What follows belongs to an exercise in optimizing a design on an open flow for small area and a short achievable clock period; a production flow would make more cautious choices. Where RTL was checked, it was by simulation tests only, not by an equivalence proof against the original. Power and IR drop assume default switching activity.

Setup of run 1:
Design Convolution_with_pipeline, start of the top module:
module Convolution_with_pipeline(clk, rst_n, in_valid, weight_valid, In_IFM_1, In_IFM_2, In_IFM_3, In_IFM_4, In_IFM_5, In_IFM_6, In_IFM_7, In_IFM_8, In_IFM_9, In_Weight_1, In_Weight_2, In_Weight_3, In_Weight_4, In_Weight_5, In_Weight_6, In_Weight_7, In_Weight_8, In_Weight_9, out_valid, Out_OFM);
For scale: about 1600 cells after synthesis, about 260 flip-flops, about 170 I/O pins, ~20000 um^2 of cells after synthesis.
Settings: LEC_CHECK=0, CAP_MARGIN=20, CORE_MARGIN=2, CORE_UTILIZATION=60, PLACE_DENSITY=0.75, SETUP_SLACK_MARGIN=1.9, SLEW_MARGIN=20, SYNTH_HIERARCHICAL=1; clock period 5.0 ns.
standard.sh (not shown) runs the stock make flow with config.mk's settings and CLKGATE_MAP_FILE= SYNTH_SCRIPT=/design/flow/synth_recipe.tcl, a recipe that flattens the netlist after the stock synthesis.
==> flow/flow/run.sh <==
#!/bin/bash
# The standard layout, with plain buffers on the ports instead of the
# delay cells buffer_ports picks by default. Each tool's log stays in orfs/logs;
# make's own output goes to standard.log.
set -euo pipefail
export BUFFER_PORTS_ARGS="-buffer_cell sky130_fd_sc_hd__buf_2"
export CTS_ARGS="-sink_clustering_enable -repair_clock_nets -dont_use_dummy_load -sink_clustering_size 20 -sink_clustering_max_diameter 100"
bash standard.sh > standard.log 2>&1
Run 1 completed; timing, DRC and antenna clean
Modified inputs, run 2 compared to run 1
# run 1
export LEC_CHECK = 0
export CAP_MARGIN = 20
export CORE_MARGIN = 2
export CORE_UTILIZATION = 60
export PLACE_DENSITY = 0.75
export SETUP_SLACK_MARGIN = 1.9
export SLEW_MARGIN = 20
export SYNTH_HIERARCHICAL = 1
create_clock -name core_clock -period 5.0 [get_ports {clk}]
# run 2
export LEC_CHECK = 0
export CAP_MARGIN = 20
export CORE_MARGIN = 2
export CORE_UTILIZATION = 60
export PLACE_DENSITY = 0.75
export SETUP_SLACK_MARGIN = 1.7
export SLEW_MARGIN = 20
export SYNTH_HIERARCHICAL = 1
create_clock -name core_clock -period 5.0 [get_ports {clk}]
--- outcome ---
Re die footprint: no difference whatsoever between run 1 and run 2.
Register-to-register slack in run 2 is 40 ps higher than in run 1
Relative to run 1, fraction of power consumed by combinational cells has decreased by 1.6 points in run 2.
Relative to run 1, the final-layout fill cell count of run 2 is higher by 309.
Fmax | run 2 vs run 1 | run 2 faster
No run of this note included a check of the RTL's function; only the layout flow was run.

* * *

Setup of sierra:
Convolution_with_pipeline, a different RTL version from the one above (not shown whole).
For scale: ~1700 cells after synthesis, ~310 flip-flops, roughly 170 I/O pins, ~21000 um2 of cells after synthesis.
clock: 5.0 ns
lec_check: 0
cap_margin: 20
core_margin: 2
core_utilization: 60
place_density: 0.75
setup_slack_margin: 2.05
slew_margin: 20
synth_hierarchical: 1
==> flow/flow/run.sh <==
#!/bin/bash
# The standard layout, with plain buffers on the ports instead of the
# delay cells buffer_ports picks by default. Each tool's log stays in orfs/logs;
# make's own output goes to standard.log.
set -euo pipefail
export BUFFER_PORTS_ARGS="-buffer_cell sky130_fd_sc_hd__buf_2"
export CTS_ARGS="-sink_clustering_enable -repair_clock_nets -dont_use_dummy_load -sink_clustering_size 12 -sink_clustering_max_diameter 60 -buf_list sky130_fd_sc_hd__clkbuf_8"
bash standard.sh > standard.log 2>&1
sierra: flow completed, timing, DRC and antenna clean
For tundra, these inputs were changed with respect to sierra:
Settings: a change of SETUP_SLACK_MARGIN from 2.05 to 2.3; a deleted PLACE_DENSITY that had been 0.75; a change of CORE_UTILIZATION from 60 to 40.
==> flow/run.sh (new file) <==
#!/bin/bash
# synth_recipe.tcl (not shown) runs the flow's synth.tcl, then flattens the netlist and writes it again
# the make line also repeats each setting of config.mk as NAME=value (left out here)
make -C /OpenROAD-flow-scripts/flow DESIGN_CONFIG=/design/flow/config.mk WORK_HOME=/design/flow/orfs CLKGATE_MAP_FILE= SYNTH_SCRIPT=/design/flow/synth_recipe.tcl finish
removed: flow/flow/run.sh
removed: flow/standard.sh
## What came out
- sierra vs tundra, path type of the worst min-delay path: input port to asynchronous set/reset pin vs flop to flop
- Summary of tundra over sierra: wire length went up by about 26%; clock distribution power went up by 97%; HPWL reported at the end of detailed placement went up by 5.0 mm; routed wirelength normalized by instance count went up by 8.7%; combinational power went up by about 10%.
Setup changes, tundra to harbor
Settings: an added PLACE_DENSITY of 0.75; a change of CORE_UTILIZATION from 40 to 60; a change of SETUP_SLACK_MARGIN from 2.3 to 2.1.
==> flow/flow/run.sh (new file) <==
#!/bin/bash
# The standard layout, with plain buffers on the ports instead of the
# delay cells buffer_ports picks by default. Each tool's log stays in orfs/logs;
# make's own output goes to standard.log.
set -euo pipefail
export BUFFER_PORTS_ARGS="-buffer_cell sky130_fd_sc_hd__buf_2"
export CTS_ARGS="-sink_clustering_enable -repair_clock_nets -dont_use_dummy_load -sink_clustering_size 20 -sink_clustering_max_diameter 100"
export RECOVER_POWER=100
bash standard.sh > standard.log 2>&1
==> flow/standard.sh (new file) <==
#!/bin/bash
# synth_recipe.tcl (not shown) runs the flow's synth.tcl, then flattens the netlist and writes it again
# the make line also repeats each setting of config.mk as NAME=value (left out here)
make -C /OpenROAD-flow-scripts/flow DESIGN_CONFIG=/design/flow/config.mk WORK_HOME=/design/flow/orfs CLKGATE_MAP_FILE= SYNTH_SCRIPT=/design/flow/synth_recipe.tcl "${@:-finish}"
removed: flow/run.sh
### Flow results
harbor closes out successfully: all stages finished, all timing, DRC and antenna checks passed. Setup WNS tundra -> harbor: worse. When harbor is set beside tundra, its proportion of total power due to net switching turns out to be 2.1 points larger. From tundra to harbor the numbers moved as follows: netlist area before placement essentially unchanged, met3 layer wire length in the routed design grew by about 14%, area added between synthesis and finish went down.
Edits applied to the flow inputs when going from harbor to zinc:
Settings: SETUP_SLACK_MARGIN: 2.1 -> 1.9.
--- a/flow/flow/run.sh
+++ b/flow/flow/run.sh
@@ -8 +7,0 @@
-export RECOVER_POWER=100
Findings:
- zinc vs harbor, maximum number of pins on one net before global-route repair went up by about 5%.
- Cmp harbor and zinc / met1 global-route usage / higher: harbor
- Delta(final period utilization, zinc - harbor) < 0
- [zinc] relative area of non-clock buffer cells in the final design fell 1.1 points relative to harbor
- Per the comparison of zinc with harbor, maximum frequency saw an increase; required time of the worst setup path saw little to no change; final cell count saw a decrease; area fraction of clock buffers and clock inverters saw little to no change; shortest period the worst path allows saw a decrease.
- Worst setup path endpoint: r1[68]$_DFF_P_ -> zinc, r1[12]$_DFF_P_ -> harbor
- Worst setup timing slack at the placement stage: zinc better than harbor
## Diff of input files: garnet against zinc
Settings: a change of CORE_UTILIZATION from 60 to 40; a deleted PLACE_DENSITY that had been 0.75; a change of SETUP_SLACK_MARGIN from 1.9 to 2.1.
--- a/flow/flow/run.sh
+++ b/flow/flow/run.sh
@@ -7 +7 @@
-export CTS_ARGS="-sink_clustering_enable -repair_clock_nets -dont_use_dummy_load -sink_clustering_size 20 -sink_clustering_max_diameter 100"
+export CTS_ARGS="-sink_clustering_enable -repair_clock_nets -dont_use_dummy_load -sink_clustering_size 30 -sink_clustering_max_diameter 150"
[summary]
- In garnet relative to zinc, area used by multi-input combinational logic had gone up by a little under 10%.
- garnet vs. zinc: worst hold slack shows a reduction of 0.0070 ns; post-route met1 wirelength increased 23%; global router's overall resource usage went down; die footprint shows an increase of 49%; wire length after detailed routing up about 22%.
- garnet reports a lower met3 track demand over resource than zinc does.
- Diff zinc -> garnet | average via count per standard cell | down by a few percent
- The per-cell routed wire length of garnet is higher than that of zinc.
- Between zinc and garnet, the sequential power share figures differ only marginally.

* * *

Setup of job 4501:
Starting RTL as in the previous note.
## Convolution_with_pipeline
module Convolution_with_pipeline(clk, rst_n, in_valid, weight_valid, In_IFM_1, In_IFM_2, In_IFM_3, In_IFM_4, In_IFM_5, In_IFM_6, In_IFM_7, In_IFM_8, In_IFM_9, In_Weight_1, In_Weight_2, In_Weight_3, In_Weight_4, In_Weight_5, In_Weight_6, In_Weight_7, In_Weight_8, In_Weight_9, out_valid, Out_OFM);
clock: 5.0 ns
lec_check: 0
cap_margin: 20
core_margin: 2
core_utilization: 60
place_density: 0.75
setup_slack_margin: 1.8
slew_margin: 20
synth_hierarchical: 1
==> flow/flow/run.sh <==
#!/bin/bash
# The standard layout, with plain buffers on the ports instead of the
# delay cells buffer_ports picks by default. Each tool's log stays in orfs/logs;
# make's own output goes to standard.log.
set -euo pipefail
export BUFFER_PORTS_ARGS="-buffer_cell sky130_fd_sc_hd__buf_2"
export CTS_ARGS="-sink_clustering_enable -repair_clock_nets -dont_use_dummy_load -sink_clustering_size 20 -sink_clustering_max_diameter 100"
bash standard.sh > standard.log 2>&1
Job 4501 reached the final stage; the timing, design-rule and antenna checks on its layout passed.
Modified inputs, job 9667 compared to job 4501
- PLACE_DENSITY no longer set, was 0.75
- ABC_CLOCK_PERIOD_IN_PS now 2000, previously not set
- CORE_UTILIZATION now 40, was 60
- SETUP_SLACK_MARGIN now 2.1, was 1.8
==> flow/flow/run.sh <==
#!/bin/bash
# The standard layout, with plain buffers on the ports instead of the
# delay cells buffer_ports picks by default. Each tool's log stays in orfs/logs;
# make's own output goes to standard.log.
set -euo pipefail
export BUFFER_PORTS_ARGS="-buffer_cell sky130_fd_sc_hd__buf_2"
bash standard.sh > standard.log 2>&1
- As far as critical path buffer and inverter count goes, job 4501 and job 9667 are indistinguishable; the numbers are identical.
- Compared with job 4501, met1 layer wirelength in the final routing in job 9667 increased by more than 10%.
- From job 4501 to job 9667 the numbers moved as follows: design area increased 0.0024 sq mm; hold slack fell by 0.025 ns.
#### Input delta (job 4345 over job 9667)
- PLACE_DENSITY now 0.75, previously not set
- TNS_END_PERCENT now 5, previously not set
- SETUP_SLACK_MARGIN now 2.0, was 2.1
- CORE_UTILIZATION now 60, was 40
- ABC_CLOCK_PERIOD_IN_PS no longer set, was 2000
diff --git a/flow/flow/run.sh b/flow/flow/run.sh
--- a/flow/flow/run.sh
+++ b/flow/flow/run.sh
@@ -5,3 +5,4 @@
 set -euo pipefail
 export BUFFER_PORTS_ARGS="-buffer_cell sky130_fd_sc_hd__buf_2"
+export CTS_ARGS="-sink_clustering_enable -repair_clock_nets -dont_use_dummy_load -sink_clustering_size 12 -sink_clustering_max_diameter 60 -buf_list sky130_fd_sc_hd__clkbuf_8"
 bash standard.sh > standard.log 2>&1
Across job 4345 and job 9667, none had a timing, DRC or antenna violation. NOTE area inside the core boundary job 9667->job 4345 decreased by more than a quarter. Per the comparison of job 4345 with job 9667, minimum period implied by the final worst setup slack higher; headroom to the max-slew limit increased 12 points; global-route wire length before repair now sits lower.
Inputs modified between job 4345 and job 4513:
- swapping 2.0 for 2.3 in SETUP_SLACK_MARGIN
- clearing TNS_END_PERCENT, which used to be 5
- swapping 60 for 40 in CORE_UTILIZATION
- clearing PLACE_DENSITY, which used to be 0.75
==> flow/flow/run.sh <==
#!/bin/bash
# The standard layout, with plain buffers on the ports instead of the
# delay cells buffer_ports picks by default. Each tool's log stays in orfs/logs;
# make's own output goes to standard.log.
set -euo pipefail
export BUFFER_PORTS_ARGS="-buffer_cell sky130_fd_sc_hd__buf_2"
bash standard.sh > standard.log 2>&1
--- outcome ---
A master of the slowest instance on the critical path of sky130_fd_sc_hd__fa_1 is what job 4345 shows, while sky130_fd_sc_hd__fa_2 belongs to job 4513. Going from job 4345 to job 4513, clock insertion delay at the later pin of the skew report decreased by 0.05 ns relative to the old numbers; count of clock-buffer cells in the layout up 15; total power per unit cell area fell by about 0.6%.
Modified inputs, job 2844 compared to job 4513
- swapping 40 for 60 in CORE_UTILIZATION
- swapping 2.3 for 2.1 in SETUP_SLACK_MARGIN
- putting PLACE_DENSITY at 0.75 where nothing was set
diff --git a/flow/flow/run.sh b/flow/flow/run.sh
--- a/flow/flow/run.sh
+++ b/flow/flow/run.sh
@@ -5,3 +5,4 @@
 set -euo pipefail
 export BUFFER_PORTS_ARGS="-buffer_cell sky130_fd_sc_hd__buf_2"
+export CTS_ARGS="-sink_clustering_enable -repair_clock_nets -dont_use_dummy_load -sink_clustering_size 20 -sink_clustering_max_diameter 100"
 bash standard.sh > standard.log 2>&1
Findings:
From job 4513 to job 2844 the numbers moved as follows: arrival time at the worst endpoint down 0.06 ns; final cell count saw a decrease; initial core utilization now sits higher; number of multi-input combinational cells in the layout went down about 1.7%.
Worst setup path endpoint = r1[124]: job 2844; worst setup path endpoint = r1[66]: job 4513
Compared with job 4513, job 2844 shows a total number of vias that is 148 lower.

## what the ideal ports hide
The results above use ideal ports. As a check the final layouts listed here were re-extracted and re-timed, cells and wires unchanged. Step 1 assumes that a clkbuf_16 drives the clock port and a buf_2 every other input. Step 2 moves the port delays by t, midway between the first and last clock arrival at a register: inputs arrive t later, outputs are due t later. That takes back most of the time a late clock gives input paths. a / b / c = ideal / step 1 / step 2; a / b = the first two.
run	shift t [ns]	slack for setup (ns)	latest minus earliest clock arrival (ns)	slew at the worst register clock pin (ns)
run 1	0.558	1.606 / 1.552 / 1.610	0.033 / 0.034	0.09 / 0.09
run 2	0.540	1.648 / 1.648 / 1.648	0.045 / 0.045	0.09 / 0.09
sierra	0.619	2.066 / 1.942 / 1.323	0.050 / 0.050	0.09 / 0.09
tundra	0.627	1.988 / 1.700 / 1.073	0.025 / 0.025	0.06 / 0.06
harbor	0.574	1.251 / 0.928 / 0.354	0.022 / 0.022	0.09 / 0.09
zinc	0.571	1.862 / 1.762 / 1.191	0.045 / 0.045	0.09 / 0.09
garnet	0.578	1.972 / 1.782 / 1.204	0.038 / 0.038	0.12 / 0.12
job 4501	0.581	1.871 / 1.843 / 1.262	0.015 / 0.016	0.09 / 0.09
job 9667	0.615	2.064 / 1.880 / 1.265	0.028 / 0.028	0.07 / 0.07
job 4345	0.639	1.940 / 1.907 / 1.268	0.084 / 0.083	0.08 / 0.08
job 4513	0.623	2.038 / 1.684 / 1.061	0.019 / 0.019	0.07 / 0.07
job 2844	0.574	2.057 / 1.743 / 1.169	0.023 / 0.022	0.09 / 0.09
After both steps every run listed still meets setup and hold. For job 4513, which loses most, drivers alone change the setup slack by -0.354 ns; drivers and shift together by -0.977 ns.
